Source: an optimization exercise on an open RTL-to-GDS flow (aim: small area and a short achievable clock period). Production flows keep margins and buffers that such runs may drop. In this exercise RTL edits were held to simulation tests only and were not proved equivalent to the original. Power and IR drop assume default switching activity.

## flow/design.v (module list and top-level ports; edited modules follow where they fit)
// module bit_shifter_1: 12 lines
// module pe_1: 13 lines
// module conv_calc_5ks: 4229 lines
module conv_calc_5ks(
    valid_in, clk, rst,
    out_data_0, out_data_1, out_data_2, out_data_3, out_data_4, out_data_5, out_data_6, out_data_7, out_data_8, out_data_9, out_data_10, out_data_11, out_data_12, out_data_13, out_data_14, out_data_15, out_data_16, out_data_17, out_data_18, out_data_19, out_data_20, out_data_21, out_data_22, out_data_23, out_data_24,
    out_weight_0, out_weight_1, out_weight_2, out_weight_3, out_weight_4, out_weight_5, out_weight_6, out_weight_7, out_weight_8, out_weight_9, out_weight_10, out_weight_11, out_weight_12, out_weight_13, out_weight_14, out_weight_15, out_weight_16, out_weight_17, out_weight_18, out_weight_19, out_weight_20, out_weight_21, out_weight_22, out_weight_23, out_weight_24, out_weight_25, out_weight_26, out_weight_27, out_weight_28, out_weight_29, out_weight_30, out_weight_31, out_weight_32, out_weight_33, out_weight_34, out_weight_35, out_weight_36, out_weight_37, out_weight_38, out_weight_39, out_weight_40, out_weight_41, out_weight_42, out_weight_43, out_weight_44, out_weight_45, out_weight_46, out_weight_47, out_weight_48, out_weight_49, out_weight_50, out_weight_51, out_weight_52, out_weight_53, out_weight_54, out_weight_55, out_weight_56, out_weight_57, out_weight_58, out_weight_59, out_weight_60, out_weight_61, out_weight_62, out_weight_63, out_weight_64, out_weight_65, out_weight_66, out_weight_67, out_weight_68, out_weight_69, out_weight_70, out_weight_71, out_weight_72, out_weight_73, out_weight_74,
    bias_0, bias_1, bias_2,
    conv_out_1, conv_out_2, conv_out_3,
    valid_out
);
  // ...
==> flow/run.sh <==
#!/bin/bash
# synth_recipe.tcl (not shown) runs the flow's synth.tcl, then flattens the netlist and writes it again
# the make line also repeats each setting of config.mk as NAME=value (left out here)
make -C /OpenROAD-flow-scripts/flow DESIGN_CONFIG=/design/flow/config.mk WORK_HOME=/design/flow/orfs CLKGATE_MAP_FILE= SYNTH_SCRIPT=/design/flow/synth_recipe.tcl finish
==> flow/config.mk <==
export PLATFORM = sky130hd
export DESIGN_NAME = conv_calc_5ks
export DESIGN_NICKNAME = conv_calc_5ks
export VERILOG_FILES = /design/flow/design.v
export SDC_FILE = /design/flow/constraint.sdc
export NUM_CORES = 4
export LEC_CHECK = 0
export CAP_MARGIN = 20
export CORE_MARGIN = 2
export CORE_UTILIZATION = 40
export SLEW_MARGIN = 20
==> flow/constraint.sdc <==
create_clock -name core_clock -period 14.0 [get_ports {clk}]
set_input_delay 2.8000 -clock core_clock [delete_from_list [all_inputs] [get_ports {clk}]]
set_output_delay 2.8000 -clock core_clock [all_outputs]
set_load 0.01 [all_outputs]
==> flow_summary.json, run 1 <==
{
  "fin_setup_tns_ps": 0,
  "num-fill-cells": 16550,
  "synth_compound_gate_area_share_pct": 15.60,
  "syn-instance-count": 8007,
  "dp_slack_ps": 5800,
  "clk_share_pct": 1.163,
  "placed_area_mm2": 0.07264,
  "power_frac_clock_pct": 3.6,
  "crit_path_max_incr_delay_ps": 640,
  "grt_util_met3_pct": 11.02,
  "critical_path_required_ps": 11200,
  "result_of_the_run": "finished clean",
  "cp.buffers_inverters": 3,
  "layout_worst_path_cycle_share_pct": 55.18,
  "syn-cell-area_mm2": 0.06660,
  "clock_sinks": 217,
  "design_power_total_mw": 19.49,
  "comb_power_mw": 17.4,
  "seq-cell-share_pct": 5.910,
  "post-route-util_pct": 44.56,
  "max_slew.worst_pin.slew_ps": 1186,
  "largest_class": "multi-input combinational cells",
  "number_of_input_and_output_port_buffers_inserted": 563,
  "grt_max_degree": 26,
  "top_layer_used": "met5",
  "multi_input_comb_cells": 6103,
  "die_width_um": 412.1,
  "yosysWarningCount": 1,
  "path_depth": 13,
  "pwr_density_cell_mw_per_mm2": 264.8,
  "flops_and_latches": 217,
  "tap-cell-count": 2189,
  "met3WireLength_um": 38750,
  "remaining_drc_errors": 0,
  "cts_buffers": 25,
  "antenna_violations_before_repair": 67,
  "criticalPathCategory": "reg2out",
  "clk_pin_slew_worst_paths_ps": 60,
  "main_combinational_cell_family_by_area_after_synthesis": "adder cells",
  "p_leak_nw": 30.04,
  "cell_family_contributing_the_most_delay_on_the_critical_path": "compound AO/OA/AOI/OAI gates",
  "clockBufferDepth": 3,
  "sequentialPower_mw": 1.43,
  "synth_fa_ha_area_share_pct": 35.42
}
==> run 2: changes to the inputs <==
==> flow/flow/run.sh (new file) <==
#!/bin/bash
set -euo pipefail
MARGIN=${MARGIN:-7.0}
bash standard.sh SETUP_SLACK_MARGIN=$MARGIN finish > standard.log 2>&1
==> flow/standard.sh (new file) <==
#!/bin/bash
# synth_recipe.tcl (not shown) runs the flow's synth.tcl, then flattens the netlist and writes it again
# the make line also repeats each setting of config.mk as NAME=value (left out here)
make -C /OpenROAD-flow-scripts/flow DESIGN_CONFIG=/design/flow/config.mk WORK_HOME=/design/flow/orfs CLKGATE_MAP_FILE= SYNTH_SCRIPT=/design/flow/synth_recipe.tcl "${@:-finish}"
removed: flow/run.sh
==> run 2 against run 1 <==
Net effect:
- clock-buffer cell count rose by 3
- design area fell by 0.40%
- wire length rose by 0.68%
- non-clock buffer count rose by 18
- first-iteration DRC count rose by 3.0%
- combinational power barely moved
- sequential power barely moved
- critical path depth did not move
- highest routed layer unchanged
- area after synthesis did not move
- clock power rose by 3.8%
==> flow_summary.json, run 2 <==
{
  "antenna_violations_before_repair": 108,
  "track_usage_pct": 36.06,
  "cell_family_contributing_the_most_delay_on_the_critical_path": "adder cells",
  "die_area_mm2": 0.1698,
  "power_switching_share_pct": 53.99,
  "post_drt_via_cell_ratio": 5.881,
  "yosysMostFrequentCell": "sky130_fd_sc_hd__fa_1",
  "path_cells": "clkdlybuf4s50_1 > a21oi_1 > a21oi_1 > mux2i_1 > xnor2_1 > fa_1 > inv_1 > fa_1 > inv_1 > fa_1 > fa_1 > inv_1 > fa_1",
  "synth_top_area_share_pct": 33.27,
  "crit_path_max_incr_delay_ps": 1050,
  "worstHoldPathType": "in2async",
  "dp_hpwl_um": 272500,
  "io-pin-count": 564,
  "cell_types_occupying_the_most_area_after_synthesis": "sky130_fd_sc_hd__fa_1 (33%), sky130_fd_sc_hd__xnor2_1 (9.0%), sky130_fd_sc_hd__dfxtp_1 (6.5%), sky130_fd_sc_hd__mux2i_1 (5.6%), sky130_fd_sc_hd__inv_1 (5.3%)",
  "final.hold.worst_slack_ps": 2321,
  "rsz_0062_raised_after_global_routing": "yes",
  "critical_path.slowest_cell": "sky130_fd_sc_hd__clkdlybuf4s50_1",
  "most_frequent_cells_after_synthesis": "sky130_fd_sc_hd__fa_1 (1107), sky130_fd_sc_hd__inv_1 (939), sky130_fd_sc_hd__xnor2_1 (681)",
  "clk_pin_slew_worst_paths_ps": 60,
  "result_of_the_run": "finished clean",
  "globalRouteMet2Util_pct": 52.96,
  "critical_path_required_ps": 14480,
  "layout_worst_path_cycle_share_pct": 49.98,
  "cts_buffers": 25,
  "cp.arrival_ps": 7480,
  "startpoint_type": "input port",
  "vdd.ir_drop.worst_uv": 547.8,
  "hold_buffers": 0,
  "std_cell_rows": 149,
  "clockBufferDepth": 3,
  "p_leak_nw": 31.20,
  "share_of_post_route_cells_with_drive_strength_above_1_pct": 6.012,
  "switching_power_mw": 10.60,
  "drt_first_iter_violations": 8660,
  "crit_fanout": 12,
  "finalWirelength_um": 313000,
  "fp.dieH_um": 412.1,
  "synth.avg_cell_area_um2": 8.318,
  "grt_pass1_wl_um": 430900,
  "final_common_cell": "sky130_fd_sc_hd__fa_1",
  "die_width_um": 412.1,
  "initial_utilization_pct": 40.32,
  "synth-async-reset-ratio_pct": 0.4608,
  "final_count_of_negative_setup_slack_endpoints": 0,
  "flip_flop_cell_with_the_highest_count_after_synthesis": "sky130_fd_sc_hd__dfxtp_1",
  "number_of_input_and_output_port_buffers_inserted": 563,
  "post_synth_num_cell_types": 68,
  "tritoncts": "yes",
  "grt_most_used_layer": "met2",
  "final-hold-violation-count": 0,
  "routabilityCongestion": 1.070,
  "fin_setup_tns_ps": 0,
  "mappedNetlistNets": 9755,
  "groute.layer.met1.usage_pct": 50.08,
  "power_frac_comb_pct": 89.0,
  "antenna_violating_nets_post_route": 0,
  "gr-total-overflow": 0,
  "grt_util_met3_pct": 11.10,
  "routed_wire_length_per_instance_um": 30.62,
  "criticalPathCategory": "in2reg",
  "first_global_vias": 56210,
  "yosysWarningCount": 1,
  "final_period_minus_worst_setup_slack_ps": 6997,
  "synth_enable_flop_cells": 0,
  "pwr_density_cell_mw_per_mm2": 267.8,
  "slew_headroom_pct": 24.30,
  "syn-instance-count": 8007,
  "grt_max_degree": 26,
  "placed_area_mm2": 0.07267,
  "htree_num_levels": 1,
  "clock_sinks": 217,
  "drt_pre_antenna_iters": 6,
  "finalNetCount": 9714,
  "syn-cell-area_mm2": 0.06660,
  "p_seq_share_pct": 7.3,
  "crit_top_cell": "sky130_fd_sc_hd__fa_1",
  "finalInstanceArea_mm2": 0.07330,
  "final_max_slew_viol_count": 0,
  "root_buffer": "sky130_fd_sc_hd__clkbuf_16",
  "max-cap-violations": 0,
  "fmax_mhz": 142.9,
  "internal_power_mw": 9.032,
  "number_of_vias_after_detailed_routing": 60110,
  "layout.cells.most_common_list": "sky130_fd_sc_hd__fa_1 (1103), sky130_fd_sc_hd__inv_1 (937), sky130_fd_sc_hd__xnor2_1 (679), sky130_fd_sc_hd__a21oi_1 (656), sky130_fd_sc_hd__nor2_1 (498)",
  "area_delta_synth_final_pct": 10.06,
  "synth_top_area_cell": "sky130_fd_sc_hd__fa_1",
  "floorplan.core_area_mm2": 0.1652,
  "setup.worst_path.end_class": "flop",
  "cp.buffers_inverters": 4,
  "max_slew.worst_pin.slew_ps": 1134,
  "power_frac_clock_pct": 3.8,
  "remaining_drc_errors": 0,
  "postSynthRegisterBits": 217,
  "synth_seq_area_share_pct": 6.530
}
## run 2: per-stage QoR
stage | power (mW) | util, % | setup WS, ps | cells
after floorplan | 11.50 | - | 7115 | 8007
after global placement | 18.06 | 44.00 | 5791 | 10110
after detailed placement | 18.39 | 43.99 | 5768 | 10110
after CTS | 19.37 | 44.42 | 6975 | 10160
after global routing | 21.41 | 44.33 | 6966 | 10190
final | 19.63 | 44.38 | 7003 | 10220
## run 2: path summary, 6_finish.rpt
| path | start | endpoint | slack [ps] | depth (start not counted) |
|---|---|---|---|---|
| min in group core_clock | valid_in | valid_out | 2630 | 1 |
| setup / recovery | out_data_0[0] | r1_6_0 | 7000 | 13 |
| max in group asynchronous | rst | valid_out | 11590 | 2 |
| hold / removal | rst | valid_out | 2320 | 2 |
## run 2: cell type report
| cell class | count | area [µm²] |
|---|---|---|
| Antenna cell | 48 | 120.1 |
| Clock buffer | 33 | 685.7 |
| Clock inverter | 12 | 171.4 |
| Fill cell | 16730 | 91880 |
| Inverter | 998 | 3790 |
| Multi-Input combinational cell | 6103 | 56100 |
| Sequential cell | 217 | 4350 |
| Tap cell | 2189 | 2739 |
| Timing Repair Buffer | 621 | 5346 |
## run 2: cell families after synthesis
| kind of cell | count (synthesis) | share of synthesized area [%] |
|---|---|---|
| AOI/OAI and AO/OA | 1696 | 15.60 |
| buffers and inverters | 1687 | 9.579 |
| and+or+nand+nor | 1663 | 11.85 |
| adders and majority gates | 1221 | 35.42 |
| xor gates and xnor gates | 1071 | 14.08 |
| muxes | 452 | 6.942 |
| DFF | 217 | 6.530 |
## run 2: power groups by stage
stage	sequential [mW]	clock, mW	combinational, mW
after global routing	1.46	0.761	19.2
after global placement	1.43	0	16.6
after CTS	1.43	0.743	17.2
after floorplan	1.38	0	10.1
final	1.43	0.736	17.5
after detailed placement	1.44	0	17.0
## run 2: layer usage
layer  routed length, µm  part of all wire [%]  vias up
met2              131400                    42     3445
met4               13870                   4.4      104
li1                    -                     -    26210
met5                 668                  0.21        -
met1              128400                    41    29760
met3               38730                    12      596
## run 2: what timing repair did
item,4_1_cts,5_1_grt
pin swaps,10,9
resized for setup,399,497
setup endpoints to repair,157,136
buffers inserted,4,10
==> run 3: changes to the inputs <==
--- a/flow/config.mk
+++ b/flow/config.mk
@@ -9,3 +9,4 @@
 export CORE_MARGIN = 2
-export CORE_UTILIZATION = 40
+export CORE_UTILIZATION = 55
+export PLACE_DENSITY = 0.75
 export SLEW_MARGIN = 20
==> run 3 against run 2 <==
Net effect:
- setup slack about the same
- via count up 0.69%
- wire length down 5.3%
- largest power group unchanged
- clock power up 3.7%
- utilization up 16 points
- sequential share of layout area about the same
==> flow_summary.json, run 3 <==
{
  "result_of_the_run": "finished clean",
  "htree_num_levels": 1,
  "max_slew.worst_pin.slew_ps": 1139,
  "final_common_cell": "sky130_fd_sc_hd__fa_1",
  "mappedNetlistNets": 9755,
  "crit_fanout": 11,
  "antenna_violations_before_repair": 80,
  "criticalPathCategory": "in2reg",
  "routabilityCongestion": 1.130,
  "grt_max_degree": 26,
  "syn-cell-area_mm2": 0.06660,
  "final_count_of_negative_setup_slack_endpoints": 0,
  "yosysMostFrequentCell": "sky130_fd_sc_hd__fa_1",
  "cp.arrival_ps": 7470,
  "met3WireLength_um": 43650,
  "hold_buffers": 0,
  "final.hold.worst_slack_ps": 2337,
  "layout_worst_path_cycle_share_pct": 49.98,
  "clock_sinks": 217,
  "critical_path_required_ps": 14470,
  "std_cell_rows": 127,
  "most_frequent_cells_after_synthesis": "sky130_fd_sc_hd__fa_1 (1107), sky130_fd_sc_hd__inv_1 (939), sky130_fd_sc_hd__xnor2_1 (681)",
  "finalWirelength_um": 296400,
  "antenna_violating_nets_post_route": 0,
  "clockBufferDepth": 3,
  "number_of_input_and_output_port_buffers_inserted": 563,
  "yosysWarningCount": 1,
  "floorplan.core_area_mm2": 0.1200,
  "top_layer_used": "met5",
  "synth-async-reset-ratio_pct": 0.4608,
  "clk_pin_slew_worst_paths_ps": 70,
  "area_delta_synth_final_pct": 9.252,
  "gr-total-overflow": 0,
  "post_synth_num_cell_types": 68,
  "drt_first_iter_violations": 8709,
  "postSynthRegisterBits": 217,
  "pwr_density_cell_mw_per_mm2": 269.7,
  "post-route-util_pct": 60.65,
  "fp.dieH_um": 352.0,
  "dr_wl_met2_um": 120300,
  "synth_top_area_cell": "sky130_fd_sc_hd__fa_1",
  "die_width_um": 352.0,
  "dp_slack_ps": 5864,
  "worstHoldPathType": "in2async",
  "finalNetCount": 9725,
  "post_layout_nonfiller_instances": 9656,
  "vdd.ir_drop.worst_uv": 430.5,
  "startpoint_type": "input port",
  "post_drt_via_cell_ratio": 6.268,
  "cell_types_occupying_the_most_area_after_synthesis": "sky130_fd_sc_hd__fa_1 (33%), sky130_fd_sc_hd__xnor2_1 (9.0%), sky130_fd_sc_hd__dfxtp_1 (6.5%), sky130_fd_sc_hd__mux2i_1 (5.6%), sky130_fd_sc_hd__inv_1 (5.3%)",
  "final-hold-violation-count": 0,
  "slew_headroom_pct": 24.10,
  "layout.cells.most_common_list": "sky130_fd_sc_hd__fa_1 (1104), sky130_fd_sc_hd__inv_1 (937), sky130_fd_sc_hd__xnor2_1 (673), sky130_fd_sc_hd__a21oi_1 (655), sky130_fd_sc_hd__nor2_1 (494)",
  "cts_buffers": 27,
  "max-cap-violations": 0,
  "synth.avg_cell_area_um2": 8.318,
  "io-pin-count": 564,
  "die_area_mm2": 0.1239,
  "syn-instance-count": 8007,
  "drt_pre_antenna_iters": 8,
  "share_of_post_route_cells_with_drive_strength_above_1_pct": 6.377,
  "fin_ws_ps": 7003,
  "rsz_0062_raised_after_global_routing": "yes",
  "synth_seq_area_share_pct": 6.530,
  "root_buffer": "sky130_fd_sc_hd__clkbuf_16",
  "design_power_total_mw": 19.62,
  "wirelength_met1_um": 111900,
  "synth_enable_flop_cells": 0,
  "placed_area_mm2": 0.07197,
  "remaining_drc_errors": 0,
  "synth_top_area_share_pct": 33.27,
  "fin_setup_tns_ps": 0,
  "p_leak_nw": 31.43,
  "track_usage_pct": 47.06,
  "final_max_slew_viol_count": 0,
  "dp_hpwl_um": 255500,
  "tritoncts": "yes",
  "setup.worst_path.end_class": "flop",
  "routed_wire_length_per_instance_um": 30.69,
  "first_global_vias": 56820,
  "grt_pass1_wl_um": 416100,
  "number_of_vias_after_detailed_routing": 60530,
  "finalInstanceArea_mm2": 0.07276,
  "initial_utilization_pct": 55.51,
  "dpl.cell_count": 9540,
  "flip_flop_cell_with_the_highest_count_after_synthesis": "sky130_fd_sc_hd__dfxtp_1",
  "fmax_mhz": 142.9,
  "final_period_minus_worst_setup_slack_ps": 6997
}
run 3: cell counts after synthesis:
Identical to the previous run, type by type.
run 3: area by class of cell:
class                           count  area, µm²
Inverter                          998       3792
Sequential cell                   217       4349
Antenna cell                       47      117.6
Multi-Input combinational cell   6103      56140
Clock buffer                       32      714.4
Timing Repair Buffer              630       5414
Clock inverter                     17      216.5
Fill cell                       10800      47210
Tap cell                         1612       2017
run 3: critical path, cell delays in order:
cell and delay [ps]:
sky130_fd_sc_hd__dlygate4sd2_1 710, sky130_fd_sc_hd__mux2_2 290, sky130_fd_sc_hd__nand2_1 50, sky130_fd_sc_hd__o21ai_0 210
sky130_fd_sc_hd__mux2i_1 220, sky130_fd_sc_hd__xnor2_1 180, sky130_fd_sc_hd__fa_1 680, sky130_fd_sc_hd__inv_1 110
sky130_fd_sc_hd__fa_1 550, sky130_fd_sc_hd__inv_1 70, sky130_fd_sc_hd__fa_1 500, sky130_fd_sc_hd__fa_1 560
sky130_fd_sc_hd__inv_1 80, sky130_fd_sc_hd__fa_1 470
run 3: logic make-up (layout without fill, tap and decap cells):
family	Yosys count	after routing	share of synthesized area (%)
adders and majority gates	1221	1221	35.42
DFF	217	217	6.530
buffers and inverters	1687	1677	9.579
xor gates and xnor gates	1071	1071	14.08
AOI/OAI and AO/OA	1696	1696	15.60
muxes	452	452	6.942
and+or+nand+nor	1663	1663	11.85
other	0	47	0
run 3: where the power goes:
group | switching (mW) | total [mW] | leakage, nW | internal [mW]
Clock | 0.322 | 0.763 | 0.442 | 0.441
Sequential | 0.204 | 1.43 | 1.83 | 1.23
Combinational | 10.2 | 17.4 | 29.2 | 7.24
run 3: layer usage:
layer	global-route usage (%)	vias to the layer above
met3	17.99	802
met4	24.21	62
li1	-	26240
met2	66.26	4225
met5	0	-
met1	62.66	29200
run 3: worst max-delay path by stage:
stage                     cells after the start        startpoint             to  slack, ps
after CTS                                    13            r0_1_0  conv_out_1[7]       6860
after global placement                       15  out_weight_62[1]        r2_10_0       5890
after floorplan                              15  out_weight_56[3]         r2_3_1       7120
after detailed placement                     15   out_weight_8[3]         r0_3_1       5860
final                                        14     out_data_3[5]         r0_7_0       7000
after global routing                         13            r1_1_0  conv_out_2[3]       6920
run 3: what timing repair did:
action | in CTS | in global routing
setup endpoints to repair | 159 | 143
pin swaps | 8 | 13
setup buffers | 2 | 18
gates resized for setup | 376 | 576

[static timing again, ports no longer ideal]
Ports are ideal in the flow. The routed layouts listed here were re-timed in OpenROAD.
Step 1: set_driving_cell puts a clkbuf_16 on clk and a buf_2 on each other input, an assumption about the parent block.
Step 2 also shifts input and output timing later by t, the mid clock arrival at the registers, as if the neighbouring blocks saw the same clock.
Slacks: ideal ports / drivers / drivers and shift; pairs: ideal ports / drivers.
run	t (ns)	setup slack, ns	clock arrival spread, ns	slew at the worst register clock pin (ns)
run 1	0.649	6.275 / 6.200 / 5.650	0.033 / 0.033	0.08 / 0.08
run 2	0.659	7.003 / 6.959 / 6.300	0.033 / 0.033	0.08 / 0.08
run 3	0.659	7.003 / 6.983 / 6.324	0.019 / 0.019	0.07 / 0.07
After both steps setup and hold are still met in every run listed. The setup slack of run 2, which loses most, moves by -0.044 ns with the drivers and by -0.703 ns with both steps.
